Source: an optimization exercise on an open RTL-to-GDS flow (aim: small area). Production flows keep margins and buffers that such runs may drop.
Only simulation tests tie the RTL to the original design; equivalence was not proved.
Power is estimated from default activity; no workload was simulated.

File: design/flow/design.v
module SID_channels(
	input [15:0] freq1,
	input [15:0] freq2,
	input [15:0] freq3,
	input [11:0] pw1,
	input [11:0] pw2,
	input [11:0] pw3,
	input [7:0] ctrl_reg1,
	input [7:0] ctrl_reg2,
	input [7:0] ctrl_reg3,
	input [7:0] atk_dec1,
	input [7:0] atk_dec2,
	input [7:0] atk_dec3,
	input [7:0] sus_rel1,
	input [7:0] sus_rel2,
	input [7:0] sus_rel3,
	input clk,
	input clk_enable,
	input rst,
	output [11:0] sample1,
	output [11:0] sample2,
	output [11:0] sample3,
	output [7:0] ch3_env
);
reg [11:0] samples [2:0];
assign sample1 = samples[0];
assign sample2 = samples[1];
assign sample3 = samples[2];
reg ring_outs [2:0];
reg sync_outs [2:0];
reg [15:0] curr_freq;
reg [11:0] curr_pw;
reg [7:0] curr_ctrl_reg;
reg [7:0] curr_atk_dec;
reg [7:0] curr_sus_rel;
reg curr_ring_in;
reg curr_sync_in;
always @(*) begin
	case(curr_channel)
		0: begin
			curr_freq = freq1;
			curr_pw = pw1;
			curr_ctrl_reg = ctrl_reg1;
			curr_atk_dec = atk_dec1;
			curr_sus_rel = sus_rel1;
			curr_ring_in = ring_outs[2];
			curr_sync_in = sync_outs[2];
		end
		1: begin
			curr_freq = freq2;
			curr_pw = pw2;
			curr_ctrl_reg = ctrl_reg2;
			curr_atk_dec = atk_dec2;
			curr_sus_rel = sus_rel2;
			curr_ring_in = ring_outs[0];
			curr_sync_in = sync_outs[0];
		end
		2: begin
			curr_freq = freq3;
			curr_pw = pw3;
			curr_ctrl_reg = ctrl_reg3;
			curr_atk_dec = atk_dec3;
			curr_sus_rel = sus_rel3;
			curr_ring_in = ring_outs[1];
			curr_sync_in = sync_outs[1];
		end
		3: begin
			curr_freq = 0;
			curr_pw = 0;
			curr_ctrl_reg = 0;
			curr_atk_dec = 0;
			curr_sus_rel = 0;
			curr_ring_in = 0;
			curr_sync_in = 0;
		end
	endcase
end
wire noise    = curr_ctrl_reg[7];
wire square   = curr_ctrl_reg[6];
wire sawtooth = curr_ctrl_reg[5];
wire triangle = curr_ctrl_reg[4];
wire test     = curr_ctrl_reg[3];
wire ringm    = curr_ctrl_reg[2];
wire sync     = curr_ctrl_reg[1];
wire gate     = curr_ctrl_reg[0];
wire [3:0] attack  = curr_atk_dec[7:4];
wire [3:0] decay   = curr_atk_dec[3:0];
wire [3:0] sustain = curr_sus_rel[7:4];
wire [3:0] releas  = curr_sus_rel[3:0];
reg [22:0] lfsr [2:0];
reg [23:0] accum [2:0];
wire lfsr_next = (lfsr[curr_channel][22] ^ lfsr[curr_channel][17]) | test;
wire [23:0] accum_next = accum[curr_channel] + {8'h00, curr_freq};
wire [7:0] noise_sample = {lfsr[curr_channel][20], lfsr[curr_channel][18], lfsr[curr_channel][14], lfsr[curr_channel][11], lfsr[curr_channel][9], lfsr[curr_channel][5], lfsr[curr_channel][2], lfsr[curr_channel][0]};
wire pulse_sample = accum[curr_channel][23:12] >= curr_pw;
wire [11:0] saw_sample = accum[curr_channel][23:12];
wire [11:0] triangle_sample = {accum[curr_channel][22:12], 1'b0} ^ {12{accum[curr_channel][23]}} ^ {12{ringm && curr_ring_in}};
wire [11:0] osc_sample = 
	(square ? {12{pulse_sample}} : 12'hFFF) &
	(sawtooth ? saw_sample : 12'hFFF) &
	(triangle ? triangle_sample : 12'hFFF) &
	(noise ? {noise_sample, 4'b0} : 12'hFFF);
reg [7:0] env_vol [2:0];
reg [4:0] exp_counter [2:0];
reg [14:0] env_counter [2:0];
reg [1:0] adsr_state [2:0];
assign ch3_env = env_vol[2];
wire [7:0] env_vol_curr = env_vol[curr_channel];
reg [4:0] exp_periods [2:0];
wire [4:0] exp_period = exp_periods[curr_channel];
wire [3:0] table_ptr = adsr_state[curr_channel] == 'b01 ? attack : (adsr_state[curr_channel] == 'b10 ? decay : releas);
reg [14:0] adsr_table;
always @(*) begin
	case(table_ptr)
	0:  adsr_table = 8;
	1:  adsr_table = 31;
	2:  adsr_table = 62;
	3:  adsr_table = 94;
	4:  adsr_table = 148;
	5:  adsr_table = 219;
	6:  adsr_table = 266;
	7:  adsr_table = 312;
	8:  adsr_table = 391;
	9:  adsr_table = 976;
	10: adsr_table = 1953;
	11: adsr_table = 3125;
	12: adsr_table = 3906;
	13: adsr_table = 11719;
	14: adsr_table = 19531;
	15: adsr_table = 31250;
	endcase
end
wire [19:0] mul_sample = osc_sample * env_vol[curr_channel]; 
reg [2:0] clk_div;
wire [1:0] curr_channel = clk_div[2:1];
wire env_top = env_counter[curr_channel] == adsr_table;
always @(posedge clk) begin
	if(rst) begin
		lfsr[0]        <= 23'h7fffff;
		lfsr[1]        <= 23'h7fffff;
		lfsr[2]        <= 23'h7fffff;
		accum[0]       <= 24'h555555;
		accum[1]       <= 24'h555555;
		accum[2]       <= 24'h555555;
		adsr_state[0]  <= 'b11;
		adsr_state[1]  <= 'b11;
		adsr_state[2]  <= 'b11;
		exp_counter[0] <= 0;
		exp_counter[1] <= 0;
		exp_counter[2] <= 0;
		env_counter[0] <= 0;
		env_counter[1] <= 0;
		env_counter[2] <= 0;
		env_vol[0]     <= 0;
		env_vol[1]     <= 0;
		env_vol[2]     <= 0;
		ring_outs[0]   <= 0;
		ring_outs[1]   <= 0;
		ring_outs[2]   <= 0;
		sync_outs[0]   <= 0;
		sync_outs[1]   <= 0;
		sync_outs[2]   <= 0;
		samples[0]     <= 0;
		samples[1]     <= 0;
		samples[2]     <= 0;
		clk_div        <= 3'h0;
		exp_periods[0] <= 5'h01;
		exp_periods[1] <= 5'h01;
		exp_periods[2] <= 5'h01;
	end else if(clk_enable) begin
		clk_div <= clk_div + 1;
		if(curr_channel != 3 && clk_div[0] == 1'b0) begin
			sync_outs[curr_channel] <= !accum[curr_channel][23] && accum_next[23];
			ring_outs[curr_channel] <= accum[curr_channel][23];
			samples[curr_channel] <= mul_sample[19:8];
			accum[curr_channel]  <= (sync && curr_sync_in) || test ? 0 : accum_next;
			if(!test && !accum[curr_channel][19] && accum_next[19]) begin
				lfsr[curr_channel][22:1] <= lfsr[curr_channel][21:0];
				lfsr[curr_channel][0] <= lfsr_next;
			end
			exp_counter[curr_channel] <= exp_counter[curr_channel] == exp_period ? 0 : exp_counter[curr_channel] + 1;
			if(exp_counter[curr_channel] == 0 || adsr_state[curr_channel] == 'b01) begin
				env_counter[curr_channel] <= env_counter[curr_channel] + 1;
			end
			if(env_top) env_counter[curr_channel] <= 0;
			if(!gate) adsr_state[curr_channel] <= 'b11;
			case(adsr_state[curr_channel])
				'b01: begin
					if(env_top) env_vol[curr_channel] <= env_vol[curr_channel] + 1;
					if(env_vol[curr_channel] == 255) adsr_state[curr_channel] <= 'b10;
				end
				'b10: begin
					if(env_top && env_vol[curr_channel] != {sustain, sustain}) env_vol[curr_channel] <= env_vol[curr_channel] - 1;
				end
				'b11: begin
					if(env_top && env_vol[curr_channel] != 0) env_vol[curr_channel] <= env_vol[curr_channel] - 1;
					if(gate) begin
						adsr_state[curr_channel] <= 'b01;
					end
				end
			endcase
		end else if(curr_channel != 3 && clk_div[0] == 1'b1) begin
			case(env_vol[curr_channel])
				8'hFF: exp_periods[curr_channel] <= 5'h01;
				8'h5D: exp_periods[curr_channel] <= 5'h02;
				8'h36: exp_periods[curr_channel] <= 5'h04;
				8'h1A: exp_periods[curr_channel] <= 5'h08;
				8'h0E: exp_periods[curr_channel] <= 5'h10;
				8'h06: exp_periods[curr_channel] <= 5'h1E;
				8'h00: exp_periods[curr_channel] <= 5'h01;
				default: exp_periods[curr_channel] <= exp_periods[curr_channel];
			endcase
		end
	end
end
endmodule
module SID_filter(
	output [14:0] sample_out,
	input [11:0] sample_1,
	input [11:0] sample_2,
	input [11:0] sample_3,
	input [10:0] reg_fc,
	input [7:0] res_filt,
	input [7:0] mode_vol,
	input clk,
	input clk_enable,
	input rst,
	output sample_ready
);
wire [16:0] cutoff_lut = {reg_fc, 6'h00};
reg [10:0] res_lut;
always @(*) begin
	case(res_filt[7:4])
		0: res_lut = 11'h5a8;
		1: res_lut = 11'h52b;
		2: res_lut = 11'h4c2;
		3: res_lut = 11'h468;
		4: res_lut = 11'h41b;
		5: res_lut = 11'h3d8;
		6: res_lut = 11'h39d;
		7: res_lut = 11'h368;
		8: res_lut = 11'h339;
		9: res_lut = 11'h30f;
		10: res_lut = 11'h2e9;
		11: res_lut = 11'h2c6;
		12: res_lut = 11'h2a7;
		13: res_lut = 11'h28a;
		14: res_lut = 11'h270;
		15: res_lut = 11'h257;
	endcase
end
wire filt_1 = res_filt[0];
wire filt_2 = res_filt[1];
wire filt_3 = res_filt[2];
wire three_off = mode_vol[7];
wire hp = mode_vol[6];
wire bp = mode_vol[5];
wire lp = mode_vol[4];
wire [3:0] vol = mode_vol[3:0];
reg [14:0] sample_buff;
assign sample_out = sample_buff;
wire [14:0] filt_in_add = (filt_1 ? {3'b000, sample_1} : 15'h0000) + (filt_2 ? {3'b000, sample_2} : 15'h0000) + (filt_3 ? {3'b000, sample_3} : 15'h0000);
wire [15:0] filt_in = {filt_in_add, 1'b0};
reg signed [31:0] high;
reg signed [31:0] band;
reg signed [31:0] low;
reg [2:0] filter_step;
wire signed [31:0] temp1 = (filter_step == 0 ? {6'h00, res_lut} : cutoff_lut) * (filter_step == 2 ? high : band);
wire signed [31:0] temp2 = temp1 >>> 20;
wire signed [31:0] band_low_next = (filter_step == 2 ? band : low) - temp2;
wire signed [31:0] temp4 = temp1 >>> 10;
wire signed [31:0] high_next = temp4 - low - {16'h0000, filt_in};
reg signed [31:0] sample_filtered;
wire signed [31:0] sample_filtered_next = sample_filtered + (filter_step == 1 ? high : (filter_step == 2 ? low : band));
wire signed [31:0] sample_filtered_adj = sample_filtered >>> 1;
assign sample_ready = filter_step == 0;
wire [14:0] sample_buff_next = sample_buff + (filter_step == 1 ? sample_1 : (filter_step == 2 ? sample_2 : (filter_step == 7 ? sample_filtered_adj : sample_3)));
always @(posedge clk) begin
	if(rst) begin
		high        <= 0;
		band        <= 0;
		low         <= 0;
		sample_buff <= 0;
		filter_step <= 0;
	end else if(clk_enable) begin
		filter_step <= filter_step + 1;
		case(filter_step)
			0: begin
				high <= high_next;
				sample_filtered <= 0;
				sample_buff <= 16384;
			end
			1: begin
				low <= band_low_next;
				if(hp) sample_filtered <= sample_filtered_next;
				if(!filt_1) sample_buff <= sample_buff_next;
			end
			2: begin
				band <= band_low_next;
				if(lp) sample_filtered <= sample_filtered_next;
				if(!filt_2) sample_buff <= sample_buff_next;
			end
			3: begin
				if(bp) sample_filtered <= sample_filtered_next;
				if(!filt_3 && !three_off) sample_buff <= sample_buff_next;
			end
			4: begin
			end
			5: begin
			end
			6: begin
			end
			7: begin
				sample_buff <= sample_buff_next;
			end
		endcase
	end
end
endmodule
`default_nettype none
module spi_dac_i(
	input [11:0] sample_in_1,
	input [11:0] sample_in_2,
	input clk,
	input rst,
	output reg spi_le,
	output reg spi_clk,
	output reg spi_dat_1,
	output reg spi_dat_2,
	input sample_ready
);
reg [11:0] spi_dat_buff_0;
reg [11:0] spi_dat_buff_1;
reg [5:0] counter;
always @(posedge clk) begin
	if(rst) begin
		spi_le <= 1;
		spi_clk <= 0;
		spi_dat_1 <= 0;
		spi_dat_2 <= 0;
		counter <= 0;
		spi_dat_buff_0 <= 0;
		spi_dat_buff_1 <= 0;
	end else begin
		if(counter[4] && counter[3]) begin
			spi_dat_buff_0 <= sample_in_1;
			spi_dat_buff_1 <= sample_in_2;
			if(sample_ready) counter <= 0;
			spi_clk <= 0;
			spi_le <= 0;
		end else begin
			spi_le <= 1;
			counter <= counter + 1;
			if(counter[0]) begin
				spi_clk <= 1;
			end else begin
				spi_dat_1 <= spi_dat_buff_0[11];
				spi_dat_2 <= spi_dat_buff_1[11];
				spi_dat_buff_0 <= {spi_dat_buff_0[10:0], 1'b0};
				spi_dat_buff_1 <= {spi_dat_buff_1[10:0], 1'b0};
				spi_clk <= 0;
			end
		end
	end
end
endmodule
/*verilator lint_off WIDTH*/
`default_nettype none
module tt_um_rejunity_sn76489 #( parameter CHANNEL_OUTPUT_BITS = 10,
                                 parameter MASTER_OUTPUT_BITS = 8,
                                 parameter SPI_MASTER_OUTPUT_BITS = 12
) (
    input clk,
    input rst,
    input [7:0] data,
    input we,
    output [SPI_MASTER_OUTPUT_BITS-1:0] spi_master,
    input clk_enable
);
    localparam NUM_TONES = 3;
    localparam NUM_NOISES = 1;
    localparam ATTENUATION_CONTROL_BITS = 4;
    localparam FREQUENCY_COUNTER_BITS = 10;
    localparam NOISE_CONTROL_BITS = 3;
    reg [$clog2(32)-1:0] clk_counter;
    wire clk_master_strobe = clk_counter == 0;
    localparam NUM_CHANNELS = NUM_TONES + NUM_NOISES;    
    reg [ATTENUATION_CONTROL_BITS-1:0]  control_attn[NUM_CHANNELS-1:0];
    reg [FREQUENCY_COUNTER_BITS-1:0]    control_tone_freq[NUM_TONES-1:0];
    reg [NOISE_CONTROL_BITS-1:0]        control_noise[NUM_NOISES-1:0];
    reg [2:0] latch_control_reg;
    reg restart_noise;
    always @(posedge clk) begin
        if (rst) begin
            clk_counter <= 0;
            control_attn[0] <= 4'b1111;
            control_attn[1] <= 4'b1111;
            control_attn[2] <= 4'b1111;
            control_attn[3] <= 4'b1111;
            control_tone_freq[0] <= 1;
            control_tone_freq[1] <= 1;
            control_tone_freq[2] <= 1;
            control_noise[0] <= 3'b100;
            latch_control_reg <= 0;
            restart_noise <= 0;
        end else if(clk_enable) begin
            clk_counter <= clk_counter + 1;                                  
            restart_noise <= 0;
            if (we) begin
                if (data[7] == 1'b1) begin
                    case(data[6:4])
                        3'b000 : control_tone_freq[0][3:0] <= data[3:0];
                        3'b010 : control_tone_freq[1][3:0] <= data[3:0];
                        3'b100 : control_tone_freq[2][3:0] <= data[3:0];
                        3'b110 : 
                            begin 
                                control_noise[0] <= data[2:0];
                                restart_noise <= 1;
                            end
                        3'b001 : control_attn[0] <= data[3:0];
                        3'b011 : control_attn[1] <= data[3:0];
                        3'b101 : control_attn[2] <= data[3:0];
                        3'b111 : control_attn[3] <= data[3:0];
                        default : begin end
                    endcase
                    latch_control_reg <= data[6:4];
                end else begin
                    case(latch_control_reg)
                        3'b000 : control_tone_freq[0][9:4] <= data[5:0];
                        3'b010 : control_tone_freq[1][9:4] <= data[5:0];
                        3'b100 : control_tone_freq[2][9:4] <= data[5:0];
                        3'b001 : control_attn[0] <= data[3:0];
                        3'b011 : control_attn[1] <= data[3:0];
                        3'b101 : control_attn[2] <= data[3:0];
                        3'b111 : control_attn[3] <= data[3:0];
                        default : begin end
                    endcase
                end
            end
        end
    end
    wire                           channels [NUM_CHANNELS-1:0];
    wire [CHANNEL_OUTPUT_BITS-1:0] volumes  [NUM_CHANNELS-1:0];
    genvar i;
    generate
        for (i = 0; i < NUM_TONES; i = i + 1) begin : tone
            tone #(.COUNTER_BITS(FREQUENCY_COUNTER_BITS)) gen (
                .clk(clk),
                .enable(clk_master_strobe),
                .reset(rst),
                .compare(control_tone_freq[i]),
                .out(channels[i])
                );
        end
        for (i = 0; i < NUM_NOISES; i = i + 1) begin : noise
            noise #(.COUNTER_BITS(FREQUENCY_COUNTER_BITS)) gen (
                .clk(clk),
                .enable(clk_master_strobe),
                .reset(rst),
                .restart_noise(restart_noise),
                .control(control_noise[i]),
                .driven_by_tone(channels[NUM_TONES-1]),  
                .out(channels[NUM_TONES+i])
                );
        end
        for (i = 0; i < NUM_CHANNELS; i = i + 1) begin : chan
            attenuation #(.VOLUME_BITS(CHANNEL_OUTPUT_BITS)) attenuation (
                .in(channels[i]),
                .control(control_attn[i]),
                .out(volumes[i])
                );
        end
    endgenerate
    assign spi_master = volumes[0] + volumes[1] + volumes[2] + volumes[3];
endmodule
module attenuation #( parameter CONTROL_BITS = 4, parameter VOLUME_BITS = 14 ) (
    input  wire in,
    input  wire [CONTROL_BITS-1:0] control,
    output reg  [VOLUME_BITS-1:0] out
);
    always @(*) begin
        case(in ? control : 15)  
            0:  out = 1023;
            1:  out = 812;
            2:  out = 645;
            3:  out = 512;
            4:  out = 407;
            5:  out = 323;
            6:  out = 256;
            7:  out = 204;
            8:  out = 162;
            9:  out = 128;
            10: out = 102;
            11: out = 81;
            12: out = 64;
            13: out = 51;
            14: out = 40;
                default:
                    out = 0;
        endcase
    end
endmodule
/*verilator lint_off WIDTH*/
module noise #( parameter LFSR_BITS = 15, LFSR_TAP0 = 0, LFSR_TAP1 = 1, parameter COUNTER_BITS = 10 ) (
    input  wire clk,
    input  wire enable,
    input  wire reset,
    input  wire restart_noise,
    input  wire [2:0] control,
    input  wire driven_by_tone,
    output wire  out
);
    localparam SHIFT_RATE_0 = 16;  
    localparam SHIFT_RATE_1 = 32;  
    localparam SHIFT_RATE_2 = 64;  
    localparam SHIFT_RATE_MAX = SHIFT_RATE_2;
    wire is_white_noise = control[2];
    reg trigger;
    always @(*) begin
        case(control[1:0])
            2'b00:  trigger = counter[$clog2(SHIFT_RATE_0)];
            2'b01:  trigger = counter[$clog2(SHIFT_RATE_1)];
            2'b10:  trigger = counter[$clog2(SHIFT_RATE_2)];
            2'b11:  trigger = driven_by_tone;
        endcase
    end
    reg [$clog2(SHIFT_RATE_MAX):0] counter;
    always @(posedge clk) begin
        if (reset)
            counter <= 0;
        else
            if (enable)
                counter <= counter + 1'b1;
    end
    wire trigger_edge;
    signal_edge signal_edge(
        .clk(clk),
        .reset(reset),
        .signal(trigger),
        .on_posedge(trigger_edge)
    );
    wire reset_lfsr = reset | restart_noise;
    reg [LFSR_BITS-1:0] lfsr;
    always @(posedge clk) begin
        if (reset_lfsr)
            lfsr <= 1'b1 << (LFSR_BITS-1);
        else begin
            if (trigger_edge) begin
                if (is_white_noise) begin
                    lfsr <= {lfsr[LFSR_TAP0] ^ lfsr[LFSR_TAP1], lfsr[LFSR_BITS-1:1]};
                end else begin
                    lfsr <= {lfsr[LFSR_TAP0]                  , lfsr[LFSR_BITS-1:1]};
                end
            end
        end
    end
    assign out = lfsr[0];
endmodule
module signal_edge(
    input  wire clk,
    input  wire reset,
    input  wire signal,
    output wire on_posedge,
    output wire on_negedge,
    output wire on_edge
);
    reg previous_signal_state_0;
    reg previous_signal_state_1;
    always @(posedge clk) begin
        if (reset) begin
            previous_signal_state_0 <= 0;  
            previous_signal_state_1 <= 1;  
        end else begin
            previous_signal_state_0 <= signal;
            previous_signal_state_1 <= signal;
        end
    end
    assign on_edge    = on_posedge | on_negedge;
    assign on_posedge = (previous_signal_state_0 != signal &&  signal);
    assign on_negedge = (previous_signal_state_1 != signal && !signal);
endmodule
module tone #( parameter COUNTER_BITS = 10 ) (
    input  wire clk,
    input  wire enable,
    input  wire reset,
    input  wire [COUNTER_BITS-1:0]  compare,
    output wire out
);
    reg [COUNTER_BITS-1:0] counter;
    reg state;
    always @(posedge clk) begin
        if (reset) begin
            counter <= 0;
            state <= 0;
        end else begin
            if (enable) begin
                if (counter == 0) begin
                    counter <= compare - 1'b1;   
                    state <= ~state;             
                end else begin
                    counter <= counter - 1'b1;
                end
             end
        end
    end
    assign out = state;
endmodule
`default_nettype none
module sid_top(
	output DAC_clk,
	output DAC_le,
	output DAC_dat_1,
	output DAC_dat_2,
	input [5:0] addr,
	input [7:0] bus_in,
	output reg [7:0] bus_out,
	input bus_cyc,
	input bus_we,
	input clk,
	input rst
);
reg [7:0] read_res;
always @(*) begin
	case(addr)
		default: read_res = 8'h00;
		0: read_res = freq_1[7:0];
		1: read_res = freq_1[15:8];
		2: read_res = pw_1[7:0];
		3: read_res = {4'h0, pw_1[11:8]};
		4: read_res = ctrl_1;
		5: read_res = atk_dec_1;
		6: read_res = sus_rel_1;
		7: read_res = freq_2[7:0];
		8: read_res = freq_2[15:8];
		9: read_res = pw_2[7:0];
		10: read_res = {4'h0, pw_2[11:8]};
		11: read_res = ctrl_2;
		12: read_res = atk_dec_2;
		13: read_res = sus_rel_2;
		14: read_res = freq_3[7:0];
		15: read_res = freq_3[15:8];
		16: read_res = pw_3[7:0];
		17: read_res = {4'h0, pw_3[11:8]};
		18: read_res = ctrl_3;
		19: read_res = atk_dec_3;
		20: read_res = sus_rel_3;
		21: read_res = {5'h00, fc[2:0]};
		22: read_res = fc[10:3];
		23: read_res = res_filt;
		24: read_res = mode_vol;
		25: read_res = {6'h20, clk_trg};
		27: read_res = sample_3[11:4];
		28: read_res = ch3_env;
	endcase
end
reg [15:0] freq_1;
reg [11:0] pw_1;
reg [7:0]  ctrl_1;
reg [7:0]  atk_dec_1;
reg [7:0]  sus_rel_1;
reg [15:0] freq_2;
reg [11:0] pw_2;
reg [7:0]  ctrl_2;
reg [7:0]  atk_dec_2;
reg [7:0]  sus_rel_2;
reg [15:0] freq_3;
reg [11:0] pw_3;
reg [7:0]  ctrl_3;
reg [7:0]  atk_dec_3;
reg [7:0]  sus_rel_3;
reg [10:0] fc;
reg [7:0]  res_filt;
reg [7:0]  mode_vol;
wire [11:0] sample_1;
wire [11:0] sample_2;
wire [11:0] sample_3;
wire [7:0] ch3_env;
reg [1:0] clk_ctr;
reg [1:0] clk_trg;
wire enable = clk_trg == 0 || clk_ctr == clk_trg;
always @(posedge clk) begin
    if(rst) begin
        clk_ctr   <= 0;
        clk_trg   <= 0;
        freq_1    <= 0;
        pw_1      <= 12'h800;
        ctrl_1    <= 0;
        atk_dec_1 <= 0;
        sus_rel_1 <= 0;
        freq_2    <= 0;
        pw_2      <= 12'h800;
        ctrl_2    <= 0;
        atk_dec_2 <= 0;
        sus_rel_2 <= 0;
        freq_3    <= 0;
        pw_3      <= 12'h800;
        ctrl_3    <= 0;
        atk_dec_3 <= 0;
        sus_rel_3 <= 0;
        fc        <= 0;
        res_filt  <= 0;
        mode_vol  <= 0;
        bus_out   <= 0;
    end else begin
        if(enable) clk_ctr <= 0;
        else clk_ctr <= clk_ctr + 1;
        if(bus_cyc) bus_out <= read_res;
        if(bus_cyc && bus_we) begin
            case(addr)
                0:  freq_1[7:0]  <= bus_in;
                1:  freq_1[15:8] <= bus_in;
                2:  pw_1[7:0]    <= bus_in;
                3:  pw_1[11:8]   <= bus_in[3:0];
                4:  ctrl_1       <= bus_in;
                5:  atk_dec_1    <= bus_in;
                6:  sus_rel_1    <= bus_in;
                7:  freq_2[7:0]  <= bus_in;
                8:  freq_2[15:8] <= bus_in;
                9:  pw_2[7:0]    <= bus_in;
                10: pw_2[11:8]   <= bus_in[3:0];
                11: ctrl_2       <= bus_in;
                12: atk_dec_2    <= bus_in;
                13: sus_rel_2    <= bus_in;
                14: freq_3[7:0]  <= bus_in;
                15: freq_3[15:8] <= bus_in;
                16: pw_3[7:0]    <= bus_in;
                17: pw_3[11:8]   <= bus_in[3:0];
                18: ctrl_3       <= bus_in;
                19: atk_dec_3    <= bus_in;
                20: sus_rel_3    <= bus_in;
                21: fc[2:0]      <= bus_in[2:0];
                22: fc[10:3]     <= bus_in;
                23: res_filt     <= bus_in;
                24: mode_vol     <= bus_in;
                25: clk_trg      <= bus_in[1:0];
                default: begin
                end
            endcase
        end
    end
end
SID_channels channels(
    .freq1(freq_1),
    .freq2(freq_2),
    .freq3(freq_3),
    .pw1(pw_1),
    .pw2(pw_2),
    .pw3(pw_3),
    .ctrl_reg1(ctrl_1),
    .ctrl_reg2(ctrl_2),
    .ctrl_reg3(ctrl_3),
    .atk_dec1(atk_dec_1),
    .atk_dec2(atk_dec_2),
    .atk_dec3(atk_dec_3),
    .sus_rel1(sus_rel_1),
    .sus_rel2(sus_rel_2),
    .sus_rel3(sus_rel_3),
    .clk(clk),
    .clk_enable(enable),
    .rst(rst),
    .sample1(sample_1),
    .sample2(sample_2),
    .sample3(sample_3),
    .ch3_env(ch3_env)
);
wire [14:0] full_sample_1;
wire sample_ready;
SID_filter filters(
    .sample_out(full_sample_1),
    .sample_1(sample_1),
    .sample_2(sample_2),
    .sample_3(sample_3),
    .reg_fc(fc),
    .res_filt(res_filt),
    .mode_vol(mode_vol),
    .clk(clk),
    .clk_enable(enable),
    .rst(rst),
    .sample_ready(sample_ready)
);
wire [11:0] full_sample_2;
spi_dac_i spi_dac_i(
    .sample_in_1(full_sample_1[14:3]),
    .sample_in_2(full_sample_2),
    .clk(clk),
    .rst(rst),
    .spi_le(DAC_le),
    .spi_clk(DAC_clk),
    .spi_dat_1(DAC_dat_1),
    .spi_dat_2(DAC_dat_2),
    .sample_ready(sample_ready)
);
tt_um_rejunity_sn76489 tt_um_rejunity_sn76489(
    .clk(clk),
    .rst(rst),
    .data(bus_in),
    .we(bus_cyc && bus_we && addr == 31),
    .spi_master(full_sample_2),
    .clk_enable(enable)
);
endmodule
File: design/flow/run.sh
#!/bin/bash
# synth_recipe.tcl (not shown) runs the flow's synth.tcl, then flattens the netlist and writes it again
# the make line also repeats each setting of config.mk as NAME=value (left out here)
make -C /OpenROAD-flow-scripts/flow DESIGN_CONFIG=/design/flow/config.mk WORK_HOME=/design/flow/orfs CLKGATE_MAP_FILE= SYNTH_SCRIPT=/design/flow/synth_recipe.tcl finish
File: design/flow/config.mk
export PLATFORM = sky130hd
export DESIGN_NAME = sid_top
export DESIGN_NICKNAME = sid_top
export VERILOG_FILES = /design/flow/design.v
export SDC_FILE = /design/flow/constraint.sdc
export NUM_CORES = 4
export LEC_CHECK = 0
export CAP_MARGIN = 20
export CORE_MARGIN = 2
export CORE_UTILIZATION = 40
export SLEW_MARGIN = 20
File: design/flow/constraint.sdc
create_clock -name core_clock -period 15.0 [get_ports {clk}]
set_input_delay 3.0000 -clock core_clock [delete_from_list [all_inputs] [get_ports {clk}]]
set_output_delay 3.0000 -clock core_clock [all_outputs]
set_load 0.01 [all_outputs]
==> impl_metrics.py <==
metrics = {
    "global_route": {
        "grt_pass1_vias": 48900,
        "grtUsageMet1_pct": 31.8,
        "grt_pass1_wl_um": 296000,
        "top_usage_layer": "met2",
        "gr-usage-all-layers_pct": 24.3,
        "grt_use_met2_pct": 39.9,
        "overflow": 0,
        "antenna_found_initial": 3,
        "use_met3_pct": 3.83,
        "grt_max_degree": 95,
    },
    "layout": {
        "area_growth_pct": 9.79,
        "drive_above_1_share_pct": 7.44,
        "antenna_cells": 0,
        "largest_reg_flops": 96,
        "fin_area_um2": 67800,
        "layout.nets": 7482,
        "top_register": "channels.accum",
        "reg_top3": "channels.accum x96, channels.lfsr x92, channels.env_counter x60",
    },
    "floorplan": {
        "start_util_pct": 40.2,
        "ioPinCount": 30,
        "fp.dieArea_um2": 158000,
        "die_y_um": 397,
        "core.rowCount": 144,
        "die_w_um": 397,
        "core_area_um2": 154000,
    },
    "synth": {
        "avgSynthCellArea_um2": 9.11,
        "synth_edf_count": 386,
        "ys_types": 94,
        "synth_top_area_cell": "edfxtp_1",
        "ys_top_cells_by_area": "edfxtp_1, dfxtp_1, fa_1",
        "ys_ff_latch": 858,
        "synth_top_area_share_pct": 18.8,
        "yosys_warnings": 15,
        "synthFlopType": "dfxtp_1",
        "synth_most_common_cell": "nand2_1",
        "synthCells": 6781,
        "synth_common_cells": "nand2_1, nor2_1, inv_1, a21oi_1, dfxtp_1",
        "syn-cell-area_um2": 61800,
        "synth-seq-area-share_pct": 34.1,
        "async_reset_ff_share_pct": 0,
    },
    "placement": {
        "dpl.hpwl_um": 142000,
        "numPortBuffers": 29,
        "gp_congestion": 0.989,
        "dpl-instance-area_um2": 64600,
    },
    "route": {
        "viasPerCell": 5.56,
        "dr.pass1.iters": 6,
        "drcViolationCount": 0,
        "drt_iter0_drc": 4466,
        "post_drt_wl_per_cell_um": 21.8,
        "ant_nets": 0,
        "wl_um": 193000,
        "via_count": 49300,
    },
    "timing": {
        "finalCritPeriodShare_pct": 79.5,
        "period_needed_ns": 11.93,
        "finalSetupViolations": 0,
        "finalMaxSlewViolations": 0,
        "timing.fmax_mhz": 83.8,
        "rsz0062_at_grt": "no",
        "slew_headroom_pct": 18.7,
        "worst_slew_pin_slew_ns": 1.22,
        "finalHoldViolations": 0,
        "fin_skew_ns": 0.0288,
        "fin_setup_tns_ns": 0,
    },
    "critical_path": {
        "critical_path_class": "flip-flop to flip-flop",
        "worstPathArrival_ns": 12.56,
        "cp_slowest_cell": "and2_1",
        "cpPeakStageDelay_ns": 0.76,
        "critPathCaptureType": "flip-flop",
        "crit_fanout": 29,
        "cp-start-kind": "flip-flop",
        "cp.required_ns": 15.63,
        "cpMostUsedCell": "fa_1",
    },
    "cts": {
        "cts_resized": 0,
        "cts_setup_buffers": 0,
        "cts.sinks": 858,
        "clk_pin_slew_ns": 0.06,
        "insertion_delay_ns": 0.72,
        "cts_buffers": 95,
        "cts-root-buf": "clkbuf_16",
        "tritoncts": "done",
        "h-tree-depth": 3,
        "clock_path_buffers": 3,
        "cts_hold_buf": 0,
    },
    "run_status": {
        "status": "finished clean",
    },
    "flow_run": {
        "maxCapViolations": 0,
    },
    "power_and_ir_drop": {
        "ir_drop_uv": 524,
        "leakage_nw": 25.0,
        "powerDensity_nw_per_um2": 175,
    },
    "min_path": {
        "hp-class": "flip-flop to flip-flop",
    },
}
[layout make-up]
type	count	area, µm²
timing repair buffer	140	1120
sequential	858	21100
tap	2044	2560
fill	14900	85900
clock buffer	136	2670
inverter	504	1890
clock inverter	43	583
multi-input combinational	5149	37900
[final timing paths]
kind                           from                to  slack [ns]  cells past startpoint
max          filters.filter_step[0]   filters.low[31]        3.07                     39
min                filters.high[21]  filters.high[21]        0.45                      2
max reg2reg  filters.filter_step[0]   filters.low[31]        3.07                     39
min reg2reg        filters.high[21]  filters.high[21]        0.45                      2
[worst max-delay path, delay by kind of cell, from the launching register on]
family          cells  cell delay [ns]
compound gates     19             4.01
simple gates        6             2.32
flops               1             0.35
xor+xnor            1             0.35
buf+inv             3             0.25
fa+ha+maj          10             4.54
[through the flow]
| step | hold WS, ns | utilization (%) | power (W) | worst slack (ns) | cells |
|---|---|---|---|---|---|
| 2_1_floorplan | 0.431 | - | 0.00751 | 3.48 | 6862 |
| 3_3_place_gp | 0.438 | 42.0 | 0.00924 | 3.30 | 8694 |
| 3_5_place_dp | 0.447 | 42.0 | 0.00932 | 3.21 | 8695 |
| 4_1_cts | 0.454 | 44.1 | 0.0118 | 3.15 | 8874 |
| 5_1_grt | 0.474 | 44.1 | 0.0127 | 2.45 | 8874 |
| 6_report | 0.451 | 44.1 | 0.0119 | 3.07 | 8874 |
[per-layer routing]
layer	vias up	wire length, µm	part of all wire [%]
li1	22900	-	-
met1	24300	80500	42
met2	1676	90500	47
met3	407	13100	6.8
met4	4	9140	4.7
met5	-	21	0.011
[cell usage in the layout (no fill, tap or decap), drive strengths merged, types with 30 or more instances in the layout]
cell       n
a211oi    96
a21o      63
a21oi    479
a22oi    103
and2     110
and3      50
buf      117
clkbuf   136
clkinv    30
conb      82
dfxtp    472
edfxtp   386
fa       419
ha       297
inv      503
mux2i    195
mux4      84
nand2   1059
nand2b    70
nand3    131
nand4     35
nor2     786
nor2b     36
nor3      80
nor4      33
o21ai    196
o21bai    55
o22ai     42
or2       95
xnor2    179
xor2      90
[where the power goes]
part           internal [W]  switching, W
sequential          0.00269      0.000189
combinational       0.00249       0.00407
clock               0.00142       0.00103
total               0.00660       0.00528
[kinds of logic (layout without fill, tap and decap cells)]
kind of cell / after synthesis / in the layout / share of synthesized area (%)
AOI/OAI and AO/OA: 1247 / 1247 / 12.7
xor gates and xnor gates: 273 / 273 / 4.00
adders and majority gates: 717 / 717 / 19.6
buffers and inverters: 855 / 823 / 5.24
DFF: 858 / 858 / 34.1
muxes: 287 / 287 / 6.41
other: 1 / 82 / 0.00607
and+or+nand+nor: 2543 / 2543 / 18.0

[separate check: timing with driven ports]
No port has a modelled driver above. Below, the same layout with a new extraction and two added sets of constraints. Step 1 assumes that a clkbuf_16 drives the clock port and a buf_2 every other input. Step 2 also shifts input and output timing later by t, the mid clock arrival at the registers, as if the neighbouring blocks saw the same clock. a / b / c = ideal ports / drivers / drivers and shift; a / b = the first two.
t (ns): 0.778
setup slack, ns: 3.070 / 3.070 / 3.070
hold WS [ns]: 0.451 / 0.451 / 0.451
After both steps setup and hold are still met in this run. The setup slack of this run moves by 0.000 ns with the drivers and by 0.000 ns with both steps.
